Context: an optimization exercise on an open-source flow, tuned for small area and a short achievable clock period. The choices shown serve that exercise and are no tape-out recipe. At most, simulation tests tie the RTL to the original design; equivalence was not proved.

==> pepper: inputs <==
Design mips_pipeline, start of the top module:
module mips_pipeline( clk, rst, imem_addr, imem_rdata, dmem_addr, dmem_wdata, dmem_we, dmem_re, dmem_rdata, wb_we, wb_wn, wb_wd );
clock: 14.5 ns
lec_check: 0
cap_margin: 20
core_margin: 2
core_utilization: 50
cts_buf_list: sky130_fd_sc_hd__clkbuf_16
cts_cluster_diameter: 100
cts_cluster_size: 24
slew_margin: 20
standard.sh (not shown) runs the stock make flow with config.mk's settings and CLKGATE_MAP_FILE= SYNTH_SCRIPT=/design/flow/synth_recipe.tcl, a recipe that flattens the netlist after the stock synthesis.
==> flow/flow/run.sh <==
#!/bin/bash
# Standard ORFS layout (the standard.sh), with small plain buffers on the
# ports and a setup margin for timing repair.
export BUFFER_PORTS_ARGS="-buffer_cell sky130_fd_sc_hd__buf_2"
bash standard.sh SETUP_SLACK_MARGIN=10.4 finish > standard.log 2>&1
==> garnet (differences from pepper) <==
--- a/flow/design.v
+++ b/flow/design.v
@@ -11,32 +11,29 @@
 	reg [31:0] pc;
 	reg [31:0] id_pc;
 	reg [31:0] id_ir;
 	reg [31:0] ex_a, ex_b, ex_x;
 	reg [4:0]  ex_wn;
 	reg        ex_we, ex_mrd, ex_mwr, ex_br, ex_jr, ex_div;
 	reg        ex_sub, ex_sum, ex_and, ex_or, ex_slt, ex_sll, ex_hi, ex_lo, ex_tgt;
 	reg [31:0] mem_out, mem_sd;
-	reg [31:0] mem_addr;	 
-	reg        mem_ld;	 
 	reg [4:0]  mem_wn;
 	reg        mem_we, mem_mrd, mem_mwr, mem_redir;
-	reg [31:0] wb_d;	 
-	reg [31:0] wb_rd;	 
+	reg [31:0] wb_d;
 	reg [4:0]  wb_n;
 	reg        wb_e;
 	reg [31:0] rf [1:31];
 	reg [31:0] dv_r, dv_q, dv_d;
 	reg [4:0]  dv_cnt;
 	reg        dv_busy;
 	reg [31:0] hi, lo;
 	reg        dv_pend, hilo_z;	 
 	assign imem_addr  = pc;
-	assign dmem_addr  = mem_addr;
+	assign dmem_addr  = mem_out;
 	assign dmem_wdata = mem_sd;
 	assign dmem_we    = mem_mwr;
 	assign dmem_re    = mem_mrd;
 	assign wb_we      = wb_e;
 	assign wb_wn      = wb_n;
 	assign wb_wd      = wb_d;
 	wire [5:0]  op  = id_ir[31:26];
 	wire [4:0]  rs  = id_ir[25:21];
@@ -55,26 +52,18 @@
 	wire f_or   = ( fn == 6'd37 );
 	wire f_slt  = ( fn == 6'd42 );
 	wire f_sll  = ( fn == 6'd0 );
 	wire f_hi   = ( fn == 6'd16 );
 	wire f_lo   = ( fn == 6'd18 );
 	wire f_and  = ~( f_add | f_sub | f_or | f_slt | f_sll | f_hi | f_lo );
 	wire [4:0] id_wn = is_r ? rd : rt;
 	wire id_we = ( is_r | is_lw | is_andi ) & ( id_wn != 5'd0 );
-	reg [31:0] rs_v, rt_v;
-	integer k;
-	always @* begin
-		rs_v = 32'd0;
-		rt_v = 32'd0;
-		for ( k = 1; k < 32; k = k + 1 ) begin
-			rs_v = rs_v | ( {32{rs == k}} & rf[k] );
-			rt_v = rt_v | ( {32{rt == k}} & rf[k] );
-		end
-	end
+	wire [31:0] rs_v = ( rs == 5'd0 ) ? 32'd0 : rf[rs];
+	wire [31:0] rt_v = ( rt == 5'd0 ) ? 32'd0 : rf[rt];
 	wire use_imm = is_lw | is_sw | is_andi;
 	wire [31:0] ext_imm = { {16{imm[15] & ~is_andi}}, imm };
 	wire [31:0] id_tgt = id_pc + { {14{imm[15]}}, imm, 2'b00 } + 32'd16;
 	wire [31:0] sum = ex_a + ( ex_b ^ {32{ex_sub}} ) + { 31'd0, ex_sub };
 	wire [31:0] shl = ex_b << ex_x[4:0];
 	wire        eq  = ( ex_a == ex_b );
 	wire [31:0] ex_out = ( {32{ex_sum}} & sum )
 	                   | ( {32{ex_and}} & ( ex_a & ex_b ) )
@@ -141,63 +130,59 @@
 			ex_mwr <= is_sw;
 			ex_br  <= is_beq;
 			ex_jr  <= is_r & ( fn == 6'd8 );
 			ex_div <= is_r & ( fn == 6'd27 );
 		end
 	end
 	always @( posedge clk ) begin
 		mem_out <= ex_out;
-		mem_addr <= ex_out & {32{ex_mrd | ex_mwr}};
-		mem_ld  <= ex_mrd;
 		mem_sd  <= ex_x;
 		mem_wn  <= ex_wn;
 		if ( rst ) begin
 			mem_we    <= 1'b0;
 			mem_mrd   <= 1'b0;
 			mem_mwr   <= 1'b0;
 			mem_redir <= 1'b0;
 		end
 		else begin
 			mem_we    <= ex_we;
 			mem_mrd   <= ex_mrd;
 			mem_mwr   <= ex_mwr;
 			mem_redir <= ( ex_br & eq ) | ex_jr;
 		end
 	end
 	always @( posedge clk ) begin
-		wb_d <= mem_ld ? dmem_rdata : mem_out;
-		if ( mem_we )
-			wb_rd <= mem_ld ? dmem_rdata : mem_out;
+		wb_d <= mem_mrd ? dmem_rdata : mem_out;
 		wb_n <= mem_wn;
 		if ( rst )
 			wb_e <= 1'b0;
 		else
 			wb_e <= mem_we;
 	end
 	always @( posedge clk ) begin
 		if ( wb_e )
-			rf[wb_n] <= wb_rd;
+			rf[wb_n] <= wb_d;
 	end
 	always @( posedge clk ) begin
 		if ( rst ) begin
 			dv_busy <= 1'b0;
 			dv_pend <= 1'b0;
 		end
 		else begin
 			dv_busy <= ex_div | ( dv_busy & ~dv_end );
 			dv_pend <= ~ex_div & dv_end;
 		end
 		dv_r   <= ex_div ? { 31'd0, dv_r1 } : dv_rn;
 		dv_q   <= ex_div ? { ex_a[30:0], dv_ge1 } : dv_qn;
 		dv_cnt <= ex_div ? 5'd0 : dv_cnt + 5'd1;
 		if ( ex_div )
 			dv_d <= ex_b;
 	end
-	wire hilo_ld = dv_pend & ~ex_div;
+	wire hilo_ld = dv_pend & ~ex_div & ~rst;
 	always @( posedge clk ) begin
 		if ( rst )
 			hilo_z <= 1'b1;
 		else if ( hilo_ld )
 			hilo_z <= 1'b0;
 		if ( hilo_ld ) begin
 			hi <= dv_r;
 			lo <= dv_q;
==> flow/flow/run.sh (replaced) <==
#!/bin/bash
# Standard ORFS layout (the standard.sh) with a setup margin for timing repair.
bash standard.sh SETUP_SLACK_MARGIN=10.5 finish > standard.log 2>&1
Settings changed: CORE_UTILIZATION 50 to 65, CTS_BUF_LIST sky130_fd_sc_hd__clkbuf_16 to unset, CTS_CLUSTER_DIAMETER 100 to 60, CTS_CLUSTER_SIZE 24 to 25.
==> lagoon (differences from pepper) <==
--- a/flow/design.v
+++ b/flow/design.v
@@ -4,17 +4,17 @@
 	input  [31:0] imem_rdata;
 	output [31:0] dmem_addr, dmem_wdata;
 	output dmem_we, dmem_re;
 	input  [31:0] dmem_rdata;
 	output wb_we;
 	output [4:0] wb_wn;
 	output [31:0] wb_wd;
 	reg [31:0] pc;
-	reg [31:0] id_pc;
+	reg [31:0] id_pc16;	 
 	reg [31:0] id_ir;
 	reg [31:0] ex_a, ex_b, ex_x;
 	reg [4:0]  ex_wn;
 	reg        ex_we, ex_mrd, ex_mwr, ex_br, ex_jr, ex_div;
 	reg        ex_sub, ex_sum, ex_and, ex_or, ex_slt, ex_sll, ex_hi, ex_lo, ex_tgt;
 	reg [31:0] mem_out, mem_sd;
 	reg [31:0] mem_addr;	 
 	reg        mem_ld;	 
@@ -56,28 +56,36 @@
 	wire f_slt  = ( fn == 6'd42 );
 	wire f_sll  = ( fn == 6'd0 );
 	wire f_hi   = ( fn == 6'd16 );
 	wire f_lo   = ( fn == 6'd18 );
 	wire f_and  = ~( f_add | f_sub | f_or | f_slt | f_sll | f_hi | f_lo );
 	wire [4:0] id_wn = is_r ? rd : rt;
 	wire id_we = ( is_r | is_lw | is_andi ) & ( id_wn != 5'd0 );
 	reg [31:0] rs_v, rt_v;
-	integer k;
+	reg [31:0] rs_g, rt_g;
+	integer g, k;
 	always @* begin
 		rs_v = 32'd0;
 		rt_v = 32'd0;
-		for ( k = 1; k < 32; k = k + 1 ) begin
-			rs_v = rs_v | ( {32{rs == k}} & rf[k] );
-			rt_v = rt_v | ( {32{rt == k}} & rf[k] );
+		for ( g = 0; g < 4; g = g + 1 ) begin
+			rs_g = 32'd0;
+			rt_g = 32'd0;
+			for ( k = 0; k < 8; k = k + 1 )
+				if ( g * 8 + k != 0 ) begin
+					rs_g = rs_g | ( {32{rs[2:0] == k}} & rf[g * 8 + k] );
+					rt_g = rt_g | ( {32{rt[2:0] == k}} & rf[g * 8 + k] );
+				end
+			rs_v = rs_v | ( {32{rs[4:3] == g}} & rs_g );
+			rt_v = rt_v | ( {32{rt[4:3] == g}} & rt_g );
 		end
 	end
 	wire use_imm = is_lw | is_sw | is_andi;
 	wire [31:0] ext_imm = { {16{imm[15] & ~is_andi}}, imm };
-	wire [31:0] id_tgt = id_pc + { {14{imm[15]}}, imm, 2'b00 } + 32'd16;
+	wire [31:0] id_tgt = id_pc16 + { {14{imm[15]}}, imm, 2'b00 };
 	wire [31:0] sum = ex_a + ( ex_b ^ {32{ex_sub}} ) + { 31'd0, ex_sub };
 	wire [31:0] shl = ex_b << ex_x[4:0];
 	wire        eq  = ( ex_a == ex_b );
 	wire [31:0] ex_out = ( {32{ex_sum}} & sum )
 	                   | ( {32{ex_and}} & ( ex_a & ex_b ) )
 	                   | ( {32{ex_or}}  & ( ex_a | ex_b ) )
 	                   | ( {32{ex_slt}} & { 31'd0, sum[31] } )
 	                   | ( {32{ex_sll}} & shl )
@@ -101,17 +109,17 @@
 	                    : ( mem_redir ? ( mem_out == 32'd0 ) : ( pc == 32'hfffffffc ) );
 	always @( posedge clk ) begin
 		if ( rst )
 			pc <= 32'd0;
 		else if ( ~pc_hold )
 			pc <= pc_nx;
 	end
 	always @( posedge clk ) begin
-		id_pc <= pc;
+		id_pc16 <= pc + 32'd16;
 		id_ir[25:0] <= imem_rdata[25:0];
 		if ( rst )
 			id_ir[31:26] <= 6'h3f;	 
 		else
 			id_ir[31:26] <= imem_rdata[31:26];
 	end
 	always @( posedge clk ) begin
 		ex_a  <= rs_v;
@@ -141,17 +149,18 @@
 			ex_mwr <= is_sw;
 			ex_br  <= is_beq;
 			ex_jr  <= is_r & ( fn == 6'd8 );
 			ex_div <= is_r & ( fn == 6'd27 );
 		end
 	end
 	always @( posedge clk ) begin
 		mem_out <= ex_out;
-		mem_addr <= ex_out & {32{ex_mrd | ex_mwr}};
+		if ( ex_mrd | ex_mwr )
+			mem_addr <= ex_out;
 		mem_ld  <= ex_mrd;
 		mem_sd  <= ex_x;
 		mem_wn  <= ex_wn;
 		if ( rst ) begin
 			mem_we    <= 1'b0;
 			mem_mrd   <= 1'b0;
 			mem_mwr   <= 1'b0;
 			mem_redir <= 1'b0;
==> flow/flow/run.sh (replaced) <==
#!/bin/bash
# Standard ORFS layout (the standard.sh), with small plain buffers on the
# ports and a setup margin for timing repair.
export BUFFER_PORTS_ARGS="-buffer_cell sky130_fd_sc_hd__buf_2"
bash standard.sh SETUP_SLACK_MARGIN=10.5 finish > standard.log 2>&1
Settings changed: CORE_UTILIZATION 50 to 58.
==> flow_metrics.tcl <==
set metrics [dict create \
    p_clk_w 0.00241 \
    synthAdderAreaFrac_pct 3.087 \
    drtIter0Drc 9650 \
    post_cts_buffers 42 \
    status "timing/DRC/antenna clean" \
    nClkBuffers 77 \
    crit-reg2reg-launch "id_ir[23]" \
]
(the above is from lagoon)
==> flow_metrics.tcl <==
set metrics [dict create \
    status "timing/DRC/antenna clean" \
    p_clk_w 0.00334 \
    drtIter0Drc 7874 \
    crit-reg2reg-launch "id_ir[18]" \
    post_cts_buffers 142 \
]
(the above is from garnet)
==> flow_metrics.tcl <==
set metrics [dict create \
    status "timing/DRC/antenna clean" \
    arrival_ps 1230 \
    drtIter0Drc 11555 \
    crit-reg2reg-launch "id_ir[22]" \
    worstPathCellList "buf_6" \
    p_clk_share_pct 27.6 \
    synthAdderAreaFrac_pct 3.551 \
    post_cts_buffers 38 \
    synth_compound_area_share_pct 17.19 \
]
(the above is from pepper)
Function not checked in lagoon: the RTL went through the layout flow alone.

-- re-timing with driven ports --
The results above use ideal ports. As a check the final layouts listed here were re-extracted and re-timed, cells and wires unchanged. Step 1, drivers: a clkbuf_16 drives clk and a buf_2 each remaining input, both assumed. Step 2 moves the port delays by t, midway between the first and last clock arrival at a register: inputs arrive t later, outputs are due t later. That takes back most of the time a late clock gives input paths. Slacks: ideal ports / drivers / drivers and shift; pairs: ideal ports / drivers.
run	shift t [ns]	setup WS [ns]	worst setup path after step 2
pepper	0.803	10.374 / 10.297 / 10.280	input to register
garnet	0.810	10.207 / 10.130 / 9.860	input to register
lagoon	0.772	10.179 / 10.108 / 10.485	input to register
After both steps every run listed still meets setup and hold. The setup slack of garnet, which loses most, moves by -0.077 ns with the drivers and by -0.347 ns with both steps.
